What follows belongs to an exercise in optimizing a design on an open flow for small area, a short achievable clock period and few clock cycles; a production flow would make more cautious choices.
In this exercise RTL edits were held to simulation tests only and were not proved equivalent to the original.

**config.mk**
```make
export PLATFORM = sky130hd
export DESIGN_NAME = median_fliter
export DESIGN_NICKNAME = median_fliter
export VERILOG_FILES = /design/flow/design.v
export SDC_FILE = /design/flow/constraint.sdc
export NUM_CORES = 4
export LEC_CHECK = 0
export CAP_MARGIN = 20
export CORE_MARGIN = 2
export CORE_UTILIZATION = 40
export SLEW_MARGIN = 20
```
**constraint.sdc**
```tcl
create_clock -name core_clock -period 10.0 [get_ports {clk}]
set_input_delay 2.0000 -clock core_clock [delete_from_list [all_inputs] [get_ports {clk}]]
set_output_delay 2.0000 -clock core_clock [all_outputs]
set_load 0.01 [all_outputs]
```
**design.v**
```verilog
module median_fliter(
  input                  clk,
  input                  rst,
  input               enable,
  input  [7:0]     RAM_IMG_Q,
  input  [7:0]     RAM_OUT_Q,
  output          RAM_IMG_OE,
  output          RAM_IMG_WE,
  output [15:0]    RAM_IMG_A,
  output [7:0]     RAM_IMG_D,
  output          RAM_OUT_OE,
  output          RAM_OUT_WE,
  output [15:0]    RAM_OUT_A,
  output [7:0]     RAM_OUT_D,
  output                done
);
  parameter INITIAL  = 2'd0;
  parameter READ     = 2'd1;
  parameter SORT     = 2'd2;
  parameter WRITE    = 2'd3;
  parameter WIDTH    = 8;
  parameter DEPTH    = 515;
  reg  [15:0] p0_addr;
  wire [15:0] p1_addr;
  wire [15:0] p2_addr;
  wire [15:0] p3_addr;
  wire [15:0] p4_addr;
  wire [15:0] p5_addr;
  wire [15:0] p6_addr;
  wire [15:0] p7_addr;
  wire [15:0] p8_addr;
  wire [15:0] p0_addr_cnt_up;
  reg  [7:0]  reg0;
  reg  [7:0]  reg1;
  reg  [7:0]  reg2;
  reg  [7:0]  reg3;
  reg  [7:0]  reg4;
  reg  [7:0]  reg5;
  reg  [7:0]  reg6;
  reg  [7:0]  reg7;
  reg  [7:0]  reg8;
  reg  [7:0]  pad0;
  reg  [7:0]  pad1;
  reg  [7:0]  pad2;
  reg  [7:0]  pad3;
  reg  [7:0]  pad4;
  reg  [7:0]  pad5;
  reg  [7:0]  pad6;
  reg  [7:0]  pad7;
  reg  [7:0]  pad8;
  reg  [7:0]  sortNum1;
  reg  [7:0]  sortNum2;
  reg  [7:0]  sortNum3;
  reg  [7:0]  sortNum4;
  reg  [7:0]  sortNum5;
  reg  [7:0]  sortNum6;
  reg  [7:0]  sortNum7;
  reg  [7:0]  sortNum8;
  reg  [7:0]  sortNum9;
  reg  [7:0]  sort1_o;
  reg  [7:0]  sort2_o;
  reg  [7:0]  sort3_o;
  reg  [7:0]  sort4_o;
  reg  [7:0]  sort5_o;
  reg  [7:0]  sort6_o;
  reg  [7:0]  sort7_o;
  reg  [7:0]  sort8_o;
  reg  [1:0]  cs;
  reg  [1:0]  ns;
  reg  [15:0] RAM_IMG_A_reg;
  reg  [15:0] RAM_OUT_A_reg;
  wire [15:0] RAM_IMG_A_cnt_up;
  wire [15:0] RAM_OUT_A_cnt_up;
  reg         RAM_IMG_OE_reg;
  reg         RAM_OUT_WE_reg;
  reg  [8:0]  column_cnt;
  wire [8:0]  column_cnt_up;
  reg  [8:0]  row_cnt;
  wire [8:0]  row_cnt_up;
  reg  [3:0]  read_cnt;
  wire [3:0]  read_cnt_up;
  wire        read_done;
  reg  [2:0]  sort_cnt;
  wire [2:0]  sort_cnt_up;
  wire        sort_done;
  wire        write_done;
  reg         done_reg;
  assign p1_addr = p0_addr-16'h0101;
  assign p2_addr = p0_addr-16'h0100;
  assign p3_addr = p0_addr-16'h00ff;
  assign p4_addr = p0_addr-16'h0001;
  assign p5_addr = p0_addr+16'h0001;
  assign p6_addr = p0_addr+16'h00ff;
  assign p7_addr = p0_addr+16'h0100;
  assign p8_addr = p0_addr+16'h0101;
  assign RAM_IMG_A = RAM_IMG_A_reg;
  assign RAM_OUT_A = RAM_OUT_A_reg;
  assign RAM_IMG_A_cnt_up = RAM_IMG_A+1'd1;
  assign RAM_OUT_A_cnt_up = RAM_OUT_A+1'd1;
  assign column_cnt_up = column_cnt+1'd1;
  assign row_cnt_up = row_cnt+1'd1;
  assign read_cnt_up = read_cnt+1'd1;
  assign sort_cnt_up = sort_cnt+1'd1;
  assign p0_addr_cnt_up = p0_addr+1'd1;
  assign RAM_IMG_OE = RAM_IMG_OE_reg;
  assign RAM_OUT_WE = RAM_OUT_WE_reg;
  assign RAM_IMG_WE = 1'b0;
  assign RAM_IMG_D  = 8'd0;
  assign RAM_OUT_OE = 1'b0;
  assign RAM_OUT_D = sort5_o;
  assign read_done = (read_cnt==4'd10);
  assign sort_done = (sort_cnt==3'd7);
  assign done = done_reg;
  assign write_done = (RAM_OUT_A==16'd65535);
  always @(posedge clk, posedge rst) begin
    if (rst) begin
      cs <= INITIAL;
    end else cs <= ns;
  end
  always @(*) begin
    ns = cs;
    case (cs)
      INITIAL:
        begin
          if (enable) begin
            ns = READ;
          end
        end
      READ:
        begin
          if (!read_done) begin
            ns = READ;
          end else ns = SORT;
        end
      SORT:
        begin
          if (!sort_done) begin
            ns = SORT;
          end else ns = WRITE;
        end
      WRITE:
        begin
          if (write_done) begin
            ns = INITIAL;
          end else ns = READ;
        end
    endcase
  end
  always @(*) begin
    RAM_IMG_OE_reg=0;
    RAM_OUT_WE_reg=0;
    case (cs)
      INITIAL:
        begin
        end
      READ:
        begin
          RAM_IMG_OE_reg=1;
        end
      SORT:
        begin
        end
      WRITE:
        begin
          RAM_OUT_WE_reg=1;
        end
    endcase
  end
  always @(posedge clk, posedge rst) begin
    if (rst) begin
      column_cnt <= 0;
    end else if (column_cnt!=9'd255 && RAM_OUT_WE) begin
      column_cnt <= column_cnt_up;
    end else if (column_cnt==9'd255 && RAM_OUT_WE) begin
      column_cnt <= 0;
    end
  end
  always @(posedge clk, posedge rst) begin
    if (rst) begin
      row_cnt <= 0;
    end else if (column_cnt==9'd255 && row_cnt==9'd255 && RAM_OUT_WE) begin
      row_cnt <= 0;
    end else if (column_cnt==9'd255 && RAM_OUT_WE) begin
      row_cnt <= row_cnt_up;
    end
  end
  always @(posedge clk, posedge rst) begin
    if (rst) begin
      p0_addr <= 0;
    end else if (RAM_OUT_WE) begin
      p0_addr <= p0_addr_cnt_up;
    end 
  end
  always @(posedge clk, posedge rst) begin
    if (rst) begin
      read_cnt <= 0;
    end else if (!read_done && RAM_IMG_OE) begin
      read_cnt <= read_cnt_up;
    end else if (read_done && RAM_IMG_OE) begin
      read_cnt <= 0;
    end
  end
  always @(posedge clk, posedge rst) begin
    if (rst) begin
      RAM_IMG_A_reg <= 0;
    end else if (RAM_IMG_OE) begin
      case (read_cnt)
        4'd0:
          begin
            RAM_IMG_A_reg <= p1_addr;
          end
        4'd1:
          begin
            RAM_IMG_A_reg <= p2_addr;
          end
        4'd2:
          begin
            RAM_IMG_A_reg <= p3_addr;
          end
        4'd3:
          begin
            RAM_IMG_A_reg <= p4_addr;
          end
        4'd4:
          begin
            RAM_IMG_A_reg <= p0_addr;
          end
        4'd5:
          begin
            RAM_IMG_A_reg <= p5_addr;
          end
        4'd6:
          begin
            RAM_IMG_A_reg <= p6_addr;
          end
        4'd7:
          begin
            RAM_IMG_A_reg <= p7_addr;
          end
        4'd8:
          begin
            RAM_IMG_A_reg <= p8_addr;
          end   
      endcase
    end
  end
  always @(posedge clk, posedge rst) begin
    if (rst) begin
      reg0 <=0;
      reg1 <=0;
      reg2 <=0;
      reg3 <=0;
      reg4 <=0;
      reg5 <=0;
      reg6 <=0;
      reg7 <=0;
      reg8 <=0;
    end else if (RAM_IMG_OE) begin
      case (read_cnt)
        4'd2:
          begin
            reg0 <= RAM_IMG_Q;
          end
        4'd3:
          begin
            reg1 <= RAM_IMG_Q;
          end
        4'd4:
          begin
            reg2 <= RAM_IMG_Q;
          end
        4'd5:
          begin
            reg3 <= RAM_IMG_Q;
          end
        4'd6:
          begin
            reg4 <= RAM_IMG_Q;
          end
        4'd7:
          begin
            reg5 <= RAM_IMG_Q;
          end
        4'd8:
          begin
            reg6 <= RAM_IMG_Q;
          end
        4'd9:
          begin
            reg7 <= RAM_IMG_Q;
          end
        4'd10:
          begin
            reg8 <= RAM_IMG_Q;
          end   
      endcase
    end
  end
  always @(*) begin
    pad0 = reg0;
    pad1 = reg1;
    pad2 = reg2;
    pad3 = reg3;
    pad4 = reg4;
    pad5 = reg5;
    pad6 = reg6;
    pad7 = reg7;
    pad8 = reg8;
    if (cs==SORT) begin
      if (row_cnt!=9'd0 && row_cnt!=9'd255 && column_cnt!=9'd0 && column_cnt!=9'd255) begin
        pad0 = reg0;
        pad1 = reg1;
        pad2 = reg2;
        pad3 = reg3;
        pad4 = reg4;
        pad5 = reg5;
        pad6 = reg6;
        pad7 = reg7;
        pad8 = reg8;
      end else begin
        if (row_cnt==9'd0) begin  
          pad0 = 0;
          pad1 = 0;
          pad2 = 0;
        end
        if (row_cnt==9'd255) begin  
          pad6 = 0;
          pad7 = 0;
          pad8 = 0;
        end
        if (column_cnt==9'd0) begin  
          pad0 = 0;
          pad3 = 0;
          pad6 = 0;
        end 
        if (column_cnt==9'd255) begin  
          pad2 = 0;
          pad5 = 0;
          pad8 = 0;
        end
      end
    end
  end
  always @(*) begin  
    sortNum1 = pad0;
    sortNum2 = pad1;
    sortNum3 = pad2;
    sortNum4 = pad3;
    sortNum5 = pad4;
    sortNum6 = pad5;
    sortNum7 = pad6;
    sortNum8 = pad7;
    sortNum9 = pad8;
    if (cs==SORT) begin
      if (pad0>=pad1 && pad0>=pad2 && pad0>=pad3 && pad0>=pad4 && pad0>=pad5 && pad0>=pad6 && pad0>=pad7 && pad0>=pad8) begin
        sortNum9 = pad0;
        sortNum1 = pad1;
        sortNum2 = pad2;
        sortNum3 = pad3;
        sortNum4 = pad4;
        sortNum5 = pad5;
        sortNum6 = pad6;
        sortNum7 = pad7;
        sortNum8 = pad8;
      end else if (pad1>=pad0 && pad1>=pad2 && pad1>=pad3 && pad1>=pad4 && pad1>=pad5 && pad1>=pad6 && pad1>=pad7 && pad1>=pad8) begin
        sortNum9 = pad1;
        sortNum1 = pad0;
        sortNum2 = pad2;
        sortNum3 = pad3;
        sortNum4 = pad4;
        sortNum5 = pad5;
        sortNum6 = pad6;
        sortNum7 = pad7;
        sortNum8 = pad8;
      end else if (pad2>=pad1 && pad2>=pad0 && pad2>=pad3 && pad2>=pad4 && pad2>=pad5 && pad2>=pad6 && pad2>=pad7 && pad2>=pad8) begin
        sortNum9 = pad2;
        sortNum1 = pad0;
        sortNum2 = pad1;
        sortNum3 = pad3;
        sortNum4 = pad4;
        sortNum5 = pad5;
        sortNum6 = pad6;
        sortNum7 = pad7;
        sortNum8 = pad8;
      end else if (pad3>=pad1 && pad3>=pad2 && pad3>=pad0 && pad3>=pad4 && pad3>=pad5 && pad3>=pad6 && pad3>=pad7 && pad3>=pad8) begin
        sortNum9 = pad3;
        sortNum1 = pad0;
        sortNum2 = pad1;
        sortNum3 = pad2;
        sortNum4 = pad4;
        sortNum5 = pad5;
        sortNum6 = pad6;
        sortNum7 = pad7;
        sortNum8 = pad8;
      end else if (pad4>=pad1 && pad4>=pad2 && pad4>=pad3 && pad4>=pad0 && pad4>=pad5 && pad4>=pad6 && pad4>=pad7 && pad4>=pad8) begin
        sortNum9 = pad4;
        sortNum1 = pad0;
        sortNum2 = pad1;
        sortNum3 = pad2;
        sortNum4 = pad3;
        sortNum5 = pad5;
        sortNum6 = pad6;
        sortNum7 = pad7;
        sortNum8 = pad8;
      end else if (pad5>=pad1 && pad5>=pad2 && pad5>=pad3 && pad5>=pad4 && pad5>=pad0 && pad5>=pad6 && pad5>=pad7 && pad5>=pad8) begin
        sortNum9 = pad5;
        sortNum1 = pad0;
        sortNum2 = pad1;
        sortNum3 = pad2;
        sortNum4 = pad3;
        sortNum5 = pad4;
        sortNum6 = pad6;
        sortNum7 = pad7;
        sortNum8 = pad8;
      end else if (pad6>=pad1 && pad6>=pad2 && pad6>=pad3 && pad6>=pad4 && pad6>=pad5 && pad6>=pad0 && pad6>=pad7 && pad6>=pad8) begin
        sortNum9 = pad6;
        sortNum1 = pad0;
        sortNum2 = pad1;
        sortNum3 = pad2;
        sortNum4 = pad3;
        sortNum5 = pad4;
        sortNum6 = pad5;
        sortNum7 = pad7;
        sortNum8 = pad8;
      end else if (pad7>=pad1 && pad7>=pad2 && pad7>=pad3 && pad7>=pad4 && pad7>=pad5 && pad7>=pad6 && pad7>=pad0 && pad7>=pad8) begin
        sortNum9 = pad7;
        sortNum1 = pad0;
        sortNum2 = pad1;
        sortNum3 = pad2;
        sortNum4 = pad3;
        sortNum5 = pad4;
        sortNum6 = pad5;
        sortNum7 = pad6;
        sortNum8 = pad8;
      end else if (pad8>=pad1 && pad8>=pad2 && pad8>=pad3 && pad8>=pad4 && pad8>=pad5 && pad8>=pad6 && pad8>=pad7 && pad8>=pad0) begin
        sortNum9 = pad8;
        sortNum1 = pad0;
        sortNum2 = pad1;
        sortNum3 = pad2;
        sortNum4 = pad3;
        sortNum5 = pad4;
        sortNum6 = pad5;
        sortNum7 = pad6;
        sortNum8 = pad7;
      end
    end
  end
  always @(posedge clk, posedge rst) begin 
    if (rst) begin
      sort1_o <= 0;
      sort2_o <= 0;
      sort3_o <= 0;
      sort4_o <= 0;
      sort5_o <= 0;
      sort6_o <= 0;
      sort7_o <= 0;
      sort8_o <= 0;
    end else if (cs==SORT) begin
      case (sort_cnt)
        3'd0:
          begin 
            sort1_o <= sortNum1;
            sort2_o <= sortNum2;
            sort3_o <= sortNum3;
            sort4_o <= sortNum4;
            sort5_o <= sortNum5;
            sort6_o <= sortNum6;
            sort7_o <= sortNum7;
            sort8_o <= sortNum8;
          end
        3'd1:  
          begin 
            if (sort1_o>=sort2_o) begin
              sort1_o <= sort2_o;
              sort2_o <= sort1_o;
            end
            if (sort3_o>=sort4_o) begin
              sort3_o <= sort4_o;
              sort4_o <= sort3_o;
            end 
            if (sort5_o>=sort6_o) begin
              sort5_o <= sort6_o;
              sort6_o <= sort5_o;
            end
            if (sort7_o>=sort8_o) begin
              sort7_o <= sort8_o;
              sort8_o <= sort7_o;
            end
          end
        3'd2:  
          begin
            if (sort1_o>=sort4_o) begin
              sort1_o <= sort4_o;
              sort4_o <= sort1_o;
            end
            if (sort2_o>=sort3_o) begin
              sort2_o <= sort3_o;
              sort3_o <= sort2_o;
            end
            if (sort5_o>=sort8_o) begin
              sort5_o <= sort8_o;
              sort8_o <= sort5_o;
            end
            if (sort6_o>=sort7_o) begin
              sort6_o <= sort7_o;
              sort7_o <= sort6_o;
            end
          end
        3'd3:  
          begin 
            if (sort1_o>=sort2_o) begin
              sort1_o <= sort2_o;
              sort2_o <= sort1_o;
            end
            if (sort3_o>=sort4_o) begin
              sort3_o <= sort4_o;
              sort4_o <= sort3_o;
            end 
            if (sort5_o>=sort6_o) begin
              sort5_o <= sort6_o;
              sort6_o <= sort5_o;
            end
            if (sort7_o>=sort8_o) begin
              sort7_o <= sort8_o;
              sort8_o <= sort7_o;
            end
          end
        3'd4:  
          begin 
            if (sort1_o>=sort8_o) begin
              sort1_o <= sort8_o;
              sort8_o <= sort1_o;
            end
            if (sort2_o>=sort7_o) begin
              sort2_o <= sort7_o;
              sort7_o <= sort2_o;
            end 
            if (sort3_o>=sort6_o) begin
              sort3_o <= sort6_o;
              sort6_o <= sort3_o;
            end
            if (sort4_o>=sort5_o) begin
              sort4_o <= sort5_o;
              sort5_o <= sort4_o;
            end
          end
        3'd5:  
          begin 
            if (sort1_o>=sort2_o) begin
              sort1_o <= sort2_o;
              sort2_o <= sort1_o;
            end
            if (sort3_o>=sort4_o) begin
              sort3_o <= sort4_o;
              sort4_o <= sort3_o;
            end 
            if (sort5_o>=sort6_o) begin
              sort5_o <= sort6_o;
              sort6_o <= sort5_o;
            end
            if (sort7_o>=sort8_o) begin
              sort7_o <= sort8_o;
              sort8_o <= sort7_o;
            end
          end
        3'd6:  
          begin 
            if (sort1_o>=sort4_o) begin
              sort1_o <= sort4_o;
              sort4_o <= sort1_o;
            end
            if (sort2_o>=sort3_o) begin
              sort2_o <= sort3_o;
              sort3_o <= sort2_o;
            end
            if (sort5_o>=sort8_o) begin
              sort5_o <= sort8_o;
              sort8_o <= sort5_o;
            end
            if (sort6_o>=sort7_o) begin
              sort6_o <= sort7_o;
              sort7_o <= sort6_o;
            end
          end
        3'd7:  
          begin 
            if (sort1_o>=sort2_o) begin
              sort1_o <= sort2_o;
              sort2_o <= sort1_o;
            end
            if (sort3_o>=sort4_o) begin
              sort3_o <= sort4_o;
              sort4_o <= sort3_o;
            end 
            if (sort5_o>=sort6_o) begin
              sort5_o <= sort6_o;
              sort6_o <= sort5_o;
            end
            if (sort7_o>=sort8_o) begin
              sort7_o <= sort8_o;
              sort8_o <= sort7_o;
            end
          end
      endcase
    end
  end
  always @(posedge clk, posedge rst) begin
    if (rst) begin
      sort_cnt <= 0;
    end else if (!sort_done && cs==SORT) begin
      sort_cnt <= sort_cnt_up; 
    end else if (sort_done && cs==SORT) begin
      sort_cnt <= 0;
    end
  end
  always @(posedge clk, posedge rst) begin
    if (rst) begin
      RAM_OUT_A_reg <= 0;
    end else if (RAM_OUT_WE) begin
      RAM_OUT_A_reg <= RAM_OUT_A_cnt_up;
    end
  end
  always @(posedge clk, posedge rst) begin
    if (rst) begin
      done_reg <= 0;
    end else if (RAM_OUT_WE && write_done) begin
      done_reg <= 1;
    end else if (cs==INITIAL && enable) begin
      done_reg <= 0;
    end
  end
endmodule
```
**run.sh**
```bash
#!/bin/bash
# synth_recipe.tcl (not shown) runs the flow's synth.tcl, then flattens the netlist and writes it again
# the make line also repeats each setting of config.mk as NAME=value (left out here)
make -C /OpenROAD-flow-scripts/flow DESIGN_CONFIG=/design/flow/config.mk WORK_HOME=/design/flow/orfs CLKGATE_MAP_FILE= SYNTH_SCRIPT=/design/flow/synth_recipe.tcl finish
```
==> run notes <==
-- report_power, final --
| part | total [mW] | internal [mW] | switching [mW] |
|---|---|---|---|
| Combinational | 6.02 | 2.39 | 3.64 |
| Sequential | 1.55 | 1.14 | 0.414 |
| Clock | 0.905 | 0.526 | 0.379 |
| Total | 8.48 | 4.05 | 4.43 |
-- cell usage after synthesis (all sizes together) (34+ instances only) --
cell type / instances
nand2b: 34
ha: 416
mux2: 107
and3: 43
mux2i: 36
a21oi: 181
a31oi: 40
inv: 148
o21ai: 178
a21o: 76
nand4: 64
nand2: 192
dfrtp: 212
nor2b: 35
clkbuf: 62
a222oi: 64
xnor2: 42
nor2: 109
-- kinds of logic (layout without fill, tap and decap cells) --
group           Yosys count  in the layout  synth area share [%]
flops                   212            212                  24.9
simple gates            615            615                  14.7
xor+xnor                 58             58                  2.38
mux                     143            143                  7.44
buf+inv                 236            264                  4.39
other cells               1             12                0.0176
fa+ha+maj               419            419                  24.6
compound gates          705            705                  21.6
-- worst max-delay path, stage by stage, from the launching register on --
cell	delay, ps
dfrtp_1	440
and3_1	210
and3_1	200
and3_1	180
ha_1	310
nand3b_1	420
and2_1	370
nand2_1	140
inv_1	550
ha_1	370
nand4_1	130
nand2b_1	120
a21oi_1	50
a2111oi_0	550
o2111ai_1	330
nor4_4	840
nor3_4	50
buf_4	280
nand4_1	550
mux2i_1	380
a31oi_1	130
-- worst paths after layout --
check	from	slack (ps)	cells after the start	endpoint
worst max-delay path	row_cnt[4]	3210	20	sort8_o[2]
worst min-delay path	RAM_IMG_A_reg[12]	490	2	RAM_IMG_A_reg[12]
worst max register to register	row_cnt[4]	3210	20	sort8_o[2]
worst min register to register	RAM_IMG_A_reg[12]	490	2	RAM_IMG_A_reg[12]
max in group asynchronous	rst	6270	3	reg2[5]
min in group asynchronous	rst	2060	2	sort4_o[6]
-- final cells by class --
| class | count | area [sq um] | share of cell area (%) |
|---|---|---|---|
| Inverter | 150 | 571 | 2.44 |
| Sequential cell | 212 | 5310 | 22.7 |
| Tap cell | 688 | 861 | 3.68 |
| Antenna cell | 2 | 5.00 | 0.0214 |
| Timing Repair Buffer | 71 | 666 | 2.85 |
| Multi-Input combinational cell | 1950 | 15200 | 64.9 |
| Clock inverter | 10 | 123 | 0.524 |
| Clock buffer | 33 | 674 | 2.88 |
-- routing by layer --
| layer | part of all wire [%] | global-route usage (%) | wire, microns | up-vias |
|---|---|---|---|---|
| met3 | 8.8 | 5.82 | 6570 | 189 |
| met1 | 42 | 33.8 | 31100 | 9509 |
| met2 | 44 | 41.0 | 33000 | 827 |
| met4 | 4.8 | 11.2 | 3590 | 0 |
| met5 | 0 | 0 | 0 | - |
| li1 | - | - | - | 9052 |
-- per-stage QoR --
step           utilization, %  hold slack [ps]  area [sq um]  std cells
2_1_floorplan               -              472         21400       2398
3_3_place_gp             42.9              463         22600       3071
3_5_place_dp             42.9              469         22600       3071
4_1_cts                  44.4              491         23400       3114
5_1_grt                  44.4              515         23400       3114
6_report                 44.4              485         23400       3116
==> impl_metrics.toml <==
[timing]
finalSetupTns_ps = 0
period_minus_slack_ps = 6790
max_freq_ghz = 0.147
fin_ws_ps = 3210
maxSlewHeadroom_pct = 24.3
hold_violations = 0
rsz0062_at_grt = "no"
max_slew.worst_pin.slew_ps = 1130
skew_ps = 41.1
slew_viol_final = 0
setup_viol = 0
post-route-period-util_pct = 67.9

[finish]
drive_above_1_share_pct = 7.96
area_growth_pct = 9.61
num-nets-final = 2846
final_common_cell = "ha_1"
layout_common_cells = "ha_1 (415), dfrtp_1 (212), nand2_1 (191)"
nFillCells = 5067

[critical_path]
critPathLaunchType = "flip-flop"
crit_required_ps = 10370
path_class = "reg2reg"
crit_arrival_ps = 7160
critPathMaxFanout = 33
cp-end-kind = "flip-flop"

[power]
p_total_mw = 8.48
powerDensity_nw_per_um2 = 363
p_leak_nw = 10.8
worst_ir_drop_vdd_mv = 0.179

[clock_network]
cts_tree = "done"
clock-root-buffer = "clkbuf_16"
cts_sinks = 212
cts_buffer_depth = 3
cts.repair.resized = 0
numCtsBuffers = 24
cts_hold_buf = 0
path_clk_slew_ps = 70
htree_levels = 1
clock_latency_ps = 560
post_cts_buffers = 0

[hold_path]
hold_class = "reg2reg"

[synthesis]
netlist.area_leader.share_pct = 24.9
ys_ff_latch = 212
synth_edf_count = 0
syn_area_sq_um = 21300
synth_area_leaders = "dfrtp_1 (25%), ha_1 (24%), mux2_2 (5.3%)"
ys_types = 81
postSynthCellCount = 2389
dominantRegCellSynth = "dfrtp_1"
asyncSetResetFlopFracSynth_pct = 100
ys_warn_count = 1
yosysSeqAreaShare_pct = 24.9
synth_top_cell_by_area = "dfrtp_1"
postSynthAreaPerCell_sq_um = 8.93

[outcome]
status = "complete, no violations"

[floorplanning]
die_x_microns = 235
start_util_pct = 40.5
die_h_microns = 235
fp-row-count = 84
io_pins = 72
die-area_sq_um = 55200
core_area_sq_um = 52700

[detailed_routing]
vias = 19577
wl_microns = 74300
viasPerCell = 6.28
drt_iter0_drc = 2390
drc = 0
drtPass1Iterations = 12
drtAntennaViolNets = 0
wl_per_cell_microns = 23.8

[global_routing]
first_global_vias = 18936
antenna_found_initial = 1
grt.overflow.total = 0
grt_pass1_wl_microns = 112000
grt_max_degree = 136
grt_use_total_pct = 25.9

[placed_design]
pre_cts_slack_ps = 3370
port_buffers = 53
routabilityCongestion = 0.954
dpl.hpwl_microns = 54300

[job]
cap_violations = 0
Testbench counts, summed over its fixed seeds: cycles 5,242,884.

==> afterwards: timing with drivers on the ports <==
The results above use ideal ports. As a check the final layout listed here was re-extracted and re-timed, cells and wires unchanged.
Step 1: set_driving_cell puts a clkbuf_16 on clk and a buf_2 on each other input, an assumption about the parent block.
Step 2 also shifts input and output timing later by t, the mid clock arrival at the registers, as if the neighbouring blocks saw the same clock.
Slacks: no drivers / after step 1 / after step 2; pairs: no drivers / after step 1.
t, ns: 0.589
slack for setup (ns): 3.212 / 3.212 / 3.212
hold slack, ns: 0.485 / 0.485 / 0.485
After both steps setup and hold are still met in this run. For this run, drivers alone change the setup slack by 0.000 ns; drivers and shift together by 0.000 ns.
